From an optimization exercise on the open Yosys and OpenROAD flow, aimed at small area, a short achievable clock period and few clock cycles; shortcuts taken in it are not production practice. Function was checked by simulation only, so behaviour that the tests miss may differ from the original. Power figures rest on the tool's default switching activity, not on a simulated workload.

## flow/design.v (module list and top-level ports; edited modules follow where they fit)
// module alu_unit: 970 lines
module alu_unit(
    input clk,
    input rst,
    input in_valid,
    output in_ready,
    input [15:0] a,
    input [15:0] b,
    input [2:0] op,
    output reg out_valid,
    output reg [15:0] r
    );
  // ...
==> flow/flow/run.sh <==
#!/bin/bash
# Layout flow: the standard flow, except that synthesis maps with the
# ABC script in flow/abc_area.script (area-oriented mapping, no ABC
# buffering/upsizing; the resizer later fixes timing on the placed design).
# Then: buf_1 port buffers, clkbuf_8 clock buffers, and the resizer asked
# to leave 55.2 ns of setup slack. Each part logs to its own file.
set -e
rm -rf scripts_abc
cp -r "$FLOW_HOME/scripts" scripts_abc
cp flow/abc_area.script scripts_abc/abc_area.script
A=("BUFFER_PORTS_ARGS=-buffer_cell sky130_fd_sc_hd__buf_1" CTS_BUF_LIST=sky130_fd_sc_hd__clkbuf_8 SETUP_SLACK_MARGIN=55.2 )
bash standard.sh "${A[@]}" SCRIPTS_DIR=$PWD/scripts_abc synth > synth.log 2>&1
bash standard.sh "${A[@]}" finish > standard.log 2>&1
==> flow/flow/abc_area.script <==
strash
dch
amap
strash
dch
amap
topo
stime -c
==> flow/standard.sh <==
#!/bin/bash
# synth_recipe.tcl (not shown) runs the flow's synth.tcl, then flattens the netlist and writes it again
# the make line also repeats each setting of config.mk as NAME=value (left out here)
make -C /OpenROAD-flow-scripts/flow DESIGN_CONFIG=/design/flow/config.mk WORK_HOME=/design/flow/orfs CLKGATE_MAP_FILE= SYNTH_SCRIPT=/design/flow/synth_recipe.tcl "${@:-finish}"
==> flow/config.mk <==
export PLATFORM = sky130hd
export DESIGN_NAME = alu_unit
export DESIGN_NICKNAME = alu_unit
export VERILOG_FILES = /design/flow/design.v
export SDC_FILE = /design/flow/constraint.sdc
export NUM_CORES = 4
export LEC_CHECK = 0
export ABC_AREA = 1
export CAP_MARGIN = 20
export CORE_MARGIN = 2
export CORE_UTILIZATION = 40
export SLEW_MARGIN = 20
==> flow/constraint.sdc <==
create_clock -name core_clock -period 70.0 [get_ports {clk}]
set_input_delay 14.0000 -clock core_clock [delete_from_list [all_inputs] [get_ports {clk}]]
set_output_delay 14.0000 -clock core_clock [all_outputs]
set_load 0.01 [all_outputs]
==> run summary, run 1 <==
status=no timing/DRC/antenna violations; ant diodes=0; Worst R2R Setup Slack=56.46 ns; dominant class by area=multi-input combinational cells; Tap Cells=280; DR WL met2=11100 um; Max Cap Viol=0; post-synthesis mux area share=0; ranking of synthesized cells by area=dfxtp_1 32%, ha_1 15%, fa_1 13%; Post-CTS Hold Fix Bufs=0; RSZ-0062 raised after global routing=yes; final net count=1307; Multi-input gate area=0.00561 mm2; main combinational cell family by area after synthesis=adder cells; Clock group=63.6 uW; Post-synth ARST share=0; area post-placement=0.00941 mm2; Slew @ Worst Pin=1.06 ns; initial core utilization=0.405; clock root cell=clkbuf_8; Top Usage Layer GRT=met2; hold_ws=0.332 ns; WL met3=1070 um; register area share after synthesis=0.324; Metal-1 WL=10600 um; largest net degree at the start of global routing=24; Critical Path AT=0.92 ns; Die W=152 um; Synth Register Bits=142
Testbench counts, summed over its fixed seeds: cycles 4,032.
==> inputs of run 2 (changes only) <==
==> flow/flow/run.sh (replaced) <==
#!/bin/bash
# Layout flow: the standard flow, except that synthesis maps with the
# ABC script in flow/abc_area.script (area-oriented mapping, no ABC
# buffering/upsizing; the resizer later fixes timing on the placed design).
# Then: buf_1 port buffers, clkbuf_8 clock buffers, and the resizer asked
# to leave 55.1 ns of setup slack. Each part logs to its own file.
set -e
rm -rf scripts_abc
cp -r "$FLOW_HOME/scripts" scripts_abc
cp flow/abc_area.script scripts_abc/abc_area.script
A=("BUFFER_PORTS_ARGS=-buffer_cell sky130_fd_sc_hd__buf_1" CTS_BUF_LIST=sky130_fd_sc_hd__clkbuf_8 SETUP_SLACK_MARGIN=55.1 )
bash standard.sh "${A[@]}" SCRIPTS_DIR=$PWD/scripts_abc synth > synth.log 2>&1
bash standard.sh "${A[@]}" finish > standard.log 2>&1
==> run 2 against run 1 <==
Net effect:
- worst hold slack hardly changed
- global-route usage hardly changed
- sequential power hardly changed
- power hardly changed
- largest cell class unchanged
- still clean
- die area stayed put
- wire length is 0.38% lower
==> run summary, run 2 <==
top cell type's share of synthesized area=0.324 (unchanged); main combinational cell family by area after synthesis=adder cells (unchanged); CP max stage cell=dfxtp_2 (was dfxtp_4); Synth Register Bits=142 (unchanged); P_leak=4.15 nW (was 4.16 nW); clock root cell=clkbuf_8 (unchanged); Synth Area in Compound Gates=0.231 (unchanged); EDFF count, synth=0 (unchanged); Setup Skew=0.0183 ns (was 0.0201 ns); dpl ws=54.17 ns (unchanged); htree depth=4 (unchanged); critical-path cell list=buf_6 (unchanged); Routed wire per std cell=16.5 um (about the same); Slew headroom=0.290 (about the same); total CTS buffers=17 (unchanged); DRT iter0 DRCs=408 (was 362); Peak Freq=67.0 MHz (about the same); I/O pins=56 (unchanged); PD cells=22.6 mW/mm2 (was 22.5 mW/mm2); Final period util=0.213 (about the same); Worst EP required=56.00 ns (about the same); first-pass GRT wire length=36500 um (about the same); delay-heaviest family, CP=flip-flops (unchanged); Ys Warns=1 (unchanged); routability-driven placement congestion ratio=0.910 (unchanged); Final WS setup=55.07 ns (was 55.08 ns); Critical Path AT=0.93 ns (was 0.92 ns); RSZ-0062 raised after global routing=yes (unchanged); DRT Pass-1 Iters=5 (unchanged); num rows=54 (unchanged); Synth Area in XOR/XNOR=0 (unchanged); HP Class=flip-flop to flip-flop (unchanged); clk latency of the worst-skew pair=0.45 ns (about the same); via/cell ratio=5.21 (was 5.22); most frequent cells in the layout=132 x dfxtp_1, 117 x nor2_1, 116 x a21oi_1 (was 132 x dfxtp_1, 117 x nor2_1, 115 x a21oi_1); Overall Global Routing Usage=0.200 (about the same); TNS Setup=0 ns (unchanged); CP Class=flip-flop to output port (unchanged); Syn Std Cell Area=0.00877 mm2 (unchanged); # port buffers=54 (unchanged); ranking of synthesized cells by area=dfxtp_1 32%, ha_1 15%, fa_1 13% (unchanged); final net count=1303 (was 1307); Max Cap Viol=0 (unchanged); top_reg_cell synth=dfxtp_1 (unchanged); status=no timing/DRC/antenna violations (unchanged); layout cells sized above 1=0.102 (was 0.107); Synth Area in Adders=0.278 (unchanged); initial core utilization=0.405 (unchanged); drt total wl=23000 um (was 23100 um); total gr overflow=0 (unchanged); largest net degree at the start of global routing=24 (unchanged); Fin. Hold Viols=0 (unchanged); final setup violation count=0 (unchanged); dpl cells=1351 (unchanged); VDD IR max=13.5 uV (was 13.4 uV); Die ar.=0.0231 mm2 (unchanged); Seq. cell area=0.00286 mm2 (unchanged); via count=7283 (was 7319); Die H=152 um (unchanged); syn avg cell area=8.71 um2 (unchanged); initial antenna violation count=0 (unchanged); vias in the first global route=6828 (was 6832); fin cells=1397 (was 1401); Layout area overhead=15.8% (was 16.3%); Max Fanout on Critical Path=1 (unchanged); ant diodes=0 (unchanged); clock-pin transition on the worst setup and hold timing paths=0.09 ns (about the same); post-route ant nets=0 (unchanged); library cells used by synthesis=34 (unchanged); filler instances=2098 (was 2097); Slew Viols, Final=0 (unchanged); Critical Path End Type=output port (unchanged); minimum clock period=14.93 ns (was 14.92 ns); commonest non-fill, non-tap cell in the layout=dfxtp_1 (unchanged); DP HPWL=17800 um (unchanged); register area share after synthesis=0.324 (unchanged); cell count after synthesis=1007 (unchanged); Post-synth ARST share=0 (unchanged); Slew @ Worst Pin=1.06 ns (about the same); # clock sinks=142 (unchanged); top cells by count, synth=142 x dfxtp_1, 123 x clkinv_1, 121 x a21oi_1 (unchanged); CTS max path bufs=2 (unchanged); Multi-input gate area=0.00560 mm2 (was 0.00561 mm2); CTS tree=done (unchanged); post-synthesis mux area share=0 (unchanged); most common cell in the netlist=dfxtp_1 (unchanged); max incr delay on CP=0.38 ns (was 0.37 ns); Synth Area in Simple Gates=0.113 (unchanged); post-synth net total=1205 (unchanged); hold_ws=0.332 ns (about the same); DRC Markers=0 (unchanged); Post-CTS Hold Fix Bufs=0 (unchanged); Yosys top cell by area=dfxtp_1 (unchanged); Final Total Pwr=230 uW (about the same); core area=0.0217 mm2 (unchanged); Die W=152 um (unchanged); Startpoint Class=flip-flop (unchanged); Crit path buffers/inverters=1 (unchanged)
## run 2: cell types whose count changed in the layout (fill, tap and decap cells not counted)
cell / delta
clkinvlp_2: -1
a2111oi_2: -1
buf_4: -3
a2111oi_1: +1
a21oi_1: +1
a21oi_2: -1
## run 2: through the flow
stage / utilization / area, um2
floorplan: - / 8770
global placement: 0.434 / 9410
detailed placement: 0.434 / 9410
CTS: 0.456 / 9900
global route: 0.469 / 10200
finish: 0.469 / 10200
## run 2: timing repair
| item | in CTS | in global routing |
|---|---|---|
| gates resized for setup | 44 | 46 |
| hold endpoints to repair | 0 | 0 |
| pin swaps | 0 | 2 |
| setup endpoints to repair | 37 | 53 |
| gates cloned | 0 | 0 |
| setup buffers | 0 | 15 |
## run 2: per-layer routing
| layer | GRT usage | part of all wire | wire length (um) | up-vias |
|---|---|---|---|---|
| li1 | - | - | - | 3780 |
| met1 | 0.270 | 0.47 | 10700 | 3335 |
| met2 | 0.329 | 0.48 | 11000 | 140 |
| met3 | 0.0368 | 0.041 | 943 | 28 |
| met4 | 0.0574 | 0.017 | 386 | 0 |
| met5 | 0 | 0 | 0 | - |
## run 2: final timing paths
kind                              from    end  slack [ns]  cells after the start
worst max-delay path              r[9]   r[9]       55.07                      1
worst min-delay path            a_q[8]  x1[8]        0.33                      0
worst max register to register   k2[2]   r[4]       56.32                     81
worst min register to register  a_q[8]  x1[8]        0.33                      0
## run 2: cell type report
cell class              instances  share of cell area
clock buffers                  18              0.0244
repair buffers                 80              0.0474
flip-flops and latches        142               0.281
clock inverters                13              0.0128
inverters                     123              0.0484
well taps                     280              0.0345
multi-input cells             741               0.551
## run 2: power breakdown
| part | internal (mW) | total (mW) | switching, mW |
|---|---|---|---|
| Combinational | 0.0315 | 0.0736 | 0.0421 |
| Sequential | 0.0857 | 0.0923 | 0.00667 |
| Clock | 0.0297 | 0.0637 | 0.0340 |
| Total | 0.147 | 0.230 | 0.0827 |
## run 2: cells by family (layout without fill, tap and decap cells)
group | count (synthesis) | count (layout)
other | 1 | 1
DFF | 142 | 142
and+or+nand+nor | 239 | 239
adders and majority gates | 160 | 160
buffers and inverters | 124 | 234
AOI/OAI and AO/OA | 341 | 341
==> inputs of run 3 (changes only) <==
==> flow/flow/run.sh (replaced) <==
#!/bin/bash
# Layout flow: the standard flow, except that synthesis maps with the
# ABC script in flow/abc_area.script (area-oriented mapping, no ABC
# buffering/upsizing; the resizer later fixes timing on the placed design).
# Then: buf_1 port buffers, clkbuf_4/clkbuf_8 clock buffers, and the resizer asked
# to leave 55 ns of setup slack. Each part logs to its own file.
set -e
rm -rf scripts_abc
cp -r "$FLOW_HOME/scripts" scripts_abc
cp flow/abc_area.script scripts_abc/abc_area.script
A=("BUFFER_PORTS_ARGS=-buffer_cell sky130_fd_sc_hd__buf_1" "CTS_BUF_LIST=sky130_fd_sc_hd__clkbuf_4 sky130_fd_sc_hd__clkbuf_8" SETUP_SLACK_MARGIN=55 )
bash standard.sh "${A[@]}" SCRIPTS_DIR=$PWD/scripts_abc synth > synth.log 2>&1
bash standard.sh "${A[@]}" finish > standard.log 2>&1
==> run 3 against run 2 <==
Net effect:
- power grew 0.16%
- combinational power about the same
- die area unchanged
- final cell count hardly changed
- non-clock buffer count is 1 lower
- worst hold slack is essentially flat
- worst setup slack worse by 0.026 ns
- first-iteration DRC count decreased by 11%
- cell area decreased by 0.97%
- via count up 0.12%
- critical path type unchanged
- largest power group unchanged
==> run summary, run 3 <==
library cells used by synthesis=34 (unchanged); DP HPWL=17800 um (unchanged); R2R depth=82 (was 81); hold path startpoint=a_q[8] (unchanged); Post-synth ARST share=0 (unchanged); via count=7292 (was 7283); clock root cell=clkbuf_8 (unchanged); CP Class=flip-flop to output port (unchanged); most common cell in the netlist=dfxtp_1 (unchanged); # clock sinks=142 (unchanged); Synth Register Bits=142 (unchanged); total CTS buffers=17 (unchanged); area post-placement=0.00941 mm2 (unchanged); minimum clock period=14.96 ns (was 14.93 ns); drt total wl=23000 um (about the same); final setup violation count=0 (unchanged); Critical Path AT=0.96 ns (was 0.93 ns); Crit path buffers/inverters=1 (unchanged); Die W=152 um (unchanged); VDD IR max=13.4 uV (was 13.5 uV); top cell type's share of synthesized area=0.324 (unchanged); Psw=82.6 uW (was 82.7 uW); Startpoint Class=flip-flop (unchanged); Die H=152 um (unchanged); delay-heaviest family, CP=flip-flops (unchanged); Routed wire per std cell=16.5 um (about the same); share of power burned in registers=0.402 (about the same); I/O pins=56 (unchanged); Max Fanout on Critical Path=1 (unchanged); r2r endpoint=r[5] (was r[4]); DRT iter0 DRCs=362 (was 408); most frequent cells in the layout=139 x dfxtp_1, 117 x nor2_1, 116 x a21oi_1 (was 132 x dfxtp_1, 117 x nor2_1, 116 x a21oi_1); hold endpoint=x1[8] (unchanged); HP Class=flip-flop to flip-flop (unchanged); vias in the first global route=6856 (was 6828); Ys Warns=1 (unchanged); fin cells=1396 (was 1397); layout cells sized above 1=0.0851 (was 0.102); P_leak=4.08 nW (was 4.15 nW); max incr delay on CP=0.35 ns (was 0.38 ns); DRC Markers=0 (unchanged); largest net degree at the start of global routing=24 (unchanged); status=no timing/DRC/antenna violations (unchanged); num rows=54 (unchanged); syn avg cell area=8.71 um2 (unchanged); Hold Path Cell Cnt=0 (unchanged); Final period util=0.214 (was 0.213); cell count after synthesis=1007 (unchanged); htree depth=4 (unchanged); initial core utilization=0.405 (unchanged); Setup Skew=0.0200 ns (was 0.0183 ns); clock-pin transition on the worst setup and hold timing paths=0.09 ns (about the same); Yosys top cell by area=dfxtp_1 (unchanged); Overall Global Routing Usage=0.200 (about the same); PD cells=22.9 mW/mm2 (was 22.6 mW/mm2); post-route ant nets=0 (unchanged); first-pass GRT wire length=36500 um (about the same); Worst R2R Setup Slack=56.32 ns (about the same); DRT Pass-1 Iters=4 (was 5); CTS max path bufs=2 (unchanged); Pint=147 uW (about the same); post-synth net total=1205 (unchanged); core area=0.0217 mm2 (unchanged); top_reg_cell synth=dfxtp_1 (unchanged); ranking of synthesized cells by area=dfxtp_1 32%, ha_1 15%, fa_1 13% (unchanged); clock group share of total power=0.279 (was 0.277); CTS tree=done (unchanged); clk latency of the worst-skew pair=0.45 ns (about the same); design area=0.0101 mm2 (was 0.0102 mm2); top cells by count, synth=142 x dfxtp_1, 123 x clkinv_1, 121 x a21oi_1 (unchanged); filler instances=2110 (was 2098); final net count=1302 (was 1303); Worst EP required=56.00 ns (about the same); Layout area overhead=14.7% (was 15.8%); RSZ-0062 raised after global routing=no (was yes); Final Total Pwr=230 uW (about the same); Slew @ Worst Pin=1.06 ns (about the same); hold_ws=0.332 ns (about the same); via/cell ratio=5.22 (was 5.21); Slew headroom=0.287 (was 0.290); Slew Viols, Final=0 (unchanged); Syn Std Cell Area=0.00877 mm2 (unchanged); Critical Path End Type=output port (unchanged); ant diodes=0 (unchanged); Reg-to-Reg Start=k2[2] (unchanged); # port buffers=54 (unchanged); register area share after synthesis=0.324 (unchanged); Logic pwr share=0.320 (was 0.321); Post-CTS Hold Fix Bufs=0 (unchanged); CP max stage cell=dfxtp_1 (was dfxtp_2); Fin. Hold Viols=0 (unchanged); critical-path cell list=buf_1 (was buf_6); Die ar.=0.0231 mm2 (unchanged); total gr overflow=0 (unchanged); EDFF count, synth=0 (unchanged); Max Cap Viol=0 (unchanged); Peak Freq=66.9 MHz (was 67.0 MHz); dpl cells=1351 (unchanged); initial antenna violation count=0 (unchanged); commonest non-fill, non-tap cell in the layout=dfxtp_1 (unchanged); TNS Setup=0 ns (unchanged); routability-driven placement congestion ratio=0.910 (unchanged); Sw Share=0.359 (was 0.360)
## run 3: how the worst max path moves through the flow
stage,startpoint,endpoint,depth (start not counted)
floorplan,k2[2],r[11],81
global placement,k2[2],r[0],84
detailed placement,k2[2],r[0],83
CTS,r[8],r[8],1
global route,k2[2],r[0],84
finish,r[3],r[3],1
## run 3: cell families after synthesis
family | share of synthesized area
fa+ha+maj | 0.278
other cells | 0.000427
compound gates | 0.231
buf+inv | 0.0535
simple gates | 0.113
flops | 0.324
## run 3: routing by layer
layer / track usage / up-vias / share of wire
met1: 0.270 / 3350 / 0.47
met3: 0.0374 / 27 / 0.040
met2: 0.325 / 137 / 0.47
li1: - / 3778 / -
met4: 0.0645 / 0 / 0.020
met5: 0 / - / 0
## run 3: area by class of cell
type	instances	area [um2]	share of cell area
clock buffers	19	255	0.0254
clock inverters	12	126	0.0126
well taps	280	350	0.0348
inverters	123	492	0.0489
repair buffers	79	397	0.0394
multi-input cells	741	5600	0.556
flip-flops and latches	142	2850	0.283
## run 3: through the flow
stage / utilization / setup WS (ns)
3_3_place_gp: 0.434 / 54.50
2_1_floorplan: - / 55.31
6_report: 0.464 / 55.04
5_1_grt: 0.464 / 54.93
3_5_place_dp: 0.434 / 54.17
4_1_cts: 0.452 / 55.01
## run 3: power by group through the flow
stage	Clock [mW]	Sequential (mW)	Combinational (mW)
after floorplan	0	0.0912	0.0570
after global placement	0	0.0943	0.0698
after detailed placement	0	0.0943	0.0713
after CTS	0.0660	0.0924	0.0720
after global routing	0.0690	0.0931	0.0858
final	0.0641	0.0924	0.0735
## run 3: repair_timing
item	CTS	global route
setup endpoints to repair	20	40
resized for setup	12	46
buffers inserted	0	14
pin swaps	0	2

-- static timing again, ports no longer ideal --
The flow's constraints put no driver on any port. The routed layouts listed below were extracted and timed again, unchanged, in two steps. Step 1 assumes that a clkbuf_16 drives the clock port and a buf_2 every other input. Step 2 moves the port delays by t, midway between the first and last clock arrival at a register: inputs arrive t later, outputs are due t later. That takes back most of the time a late clock gives input paths. Slacks: ideal / step 1 / step 2; pairs: ideal / step 1.
run	t (ns)	slack for setup (ns)	hold WS [ns]	worst data-port slew with drivers (ns)	pins driven straight from the clock port
run 1	0.477	55.076 / 55.036 / 55.338	0.332 / 0.332 / 0.332	0.03	1
run 2	0.478	55.070 / 55.031 / 55.336	0.332 / 0.332 / 0.332	0.03	1
run 3	0.477	55.044 / 55.003 / 55.337	0.332 / 0.332 / 0.332	0.03	1
After both steps setup and hold are still met in every run listed.
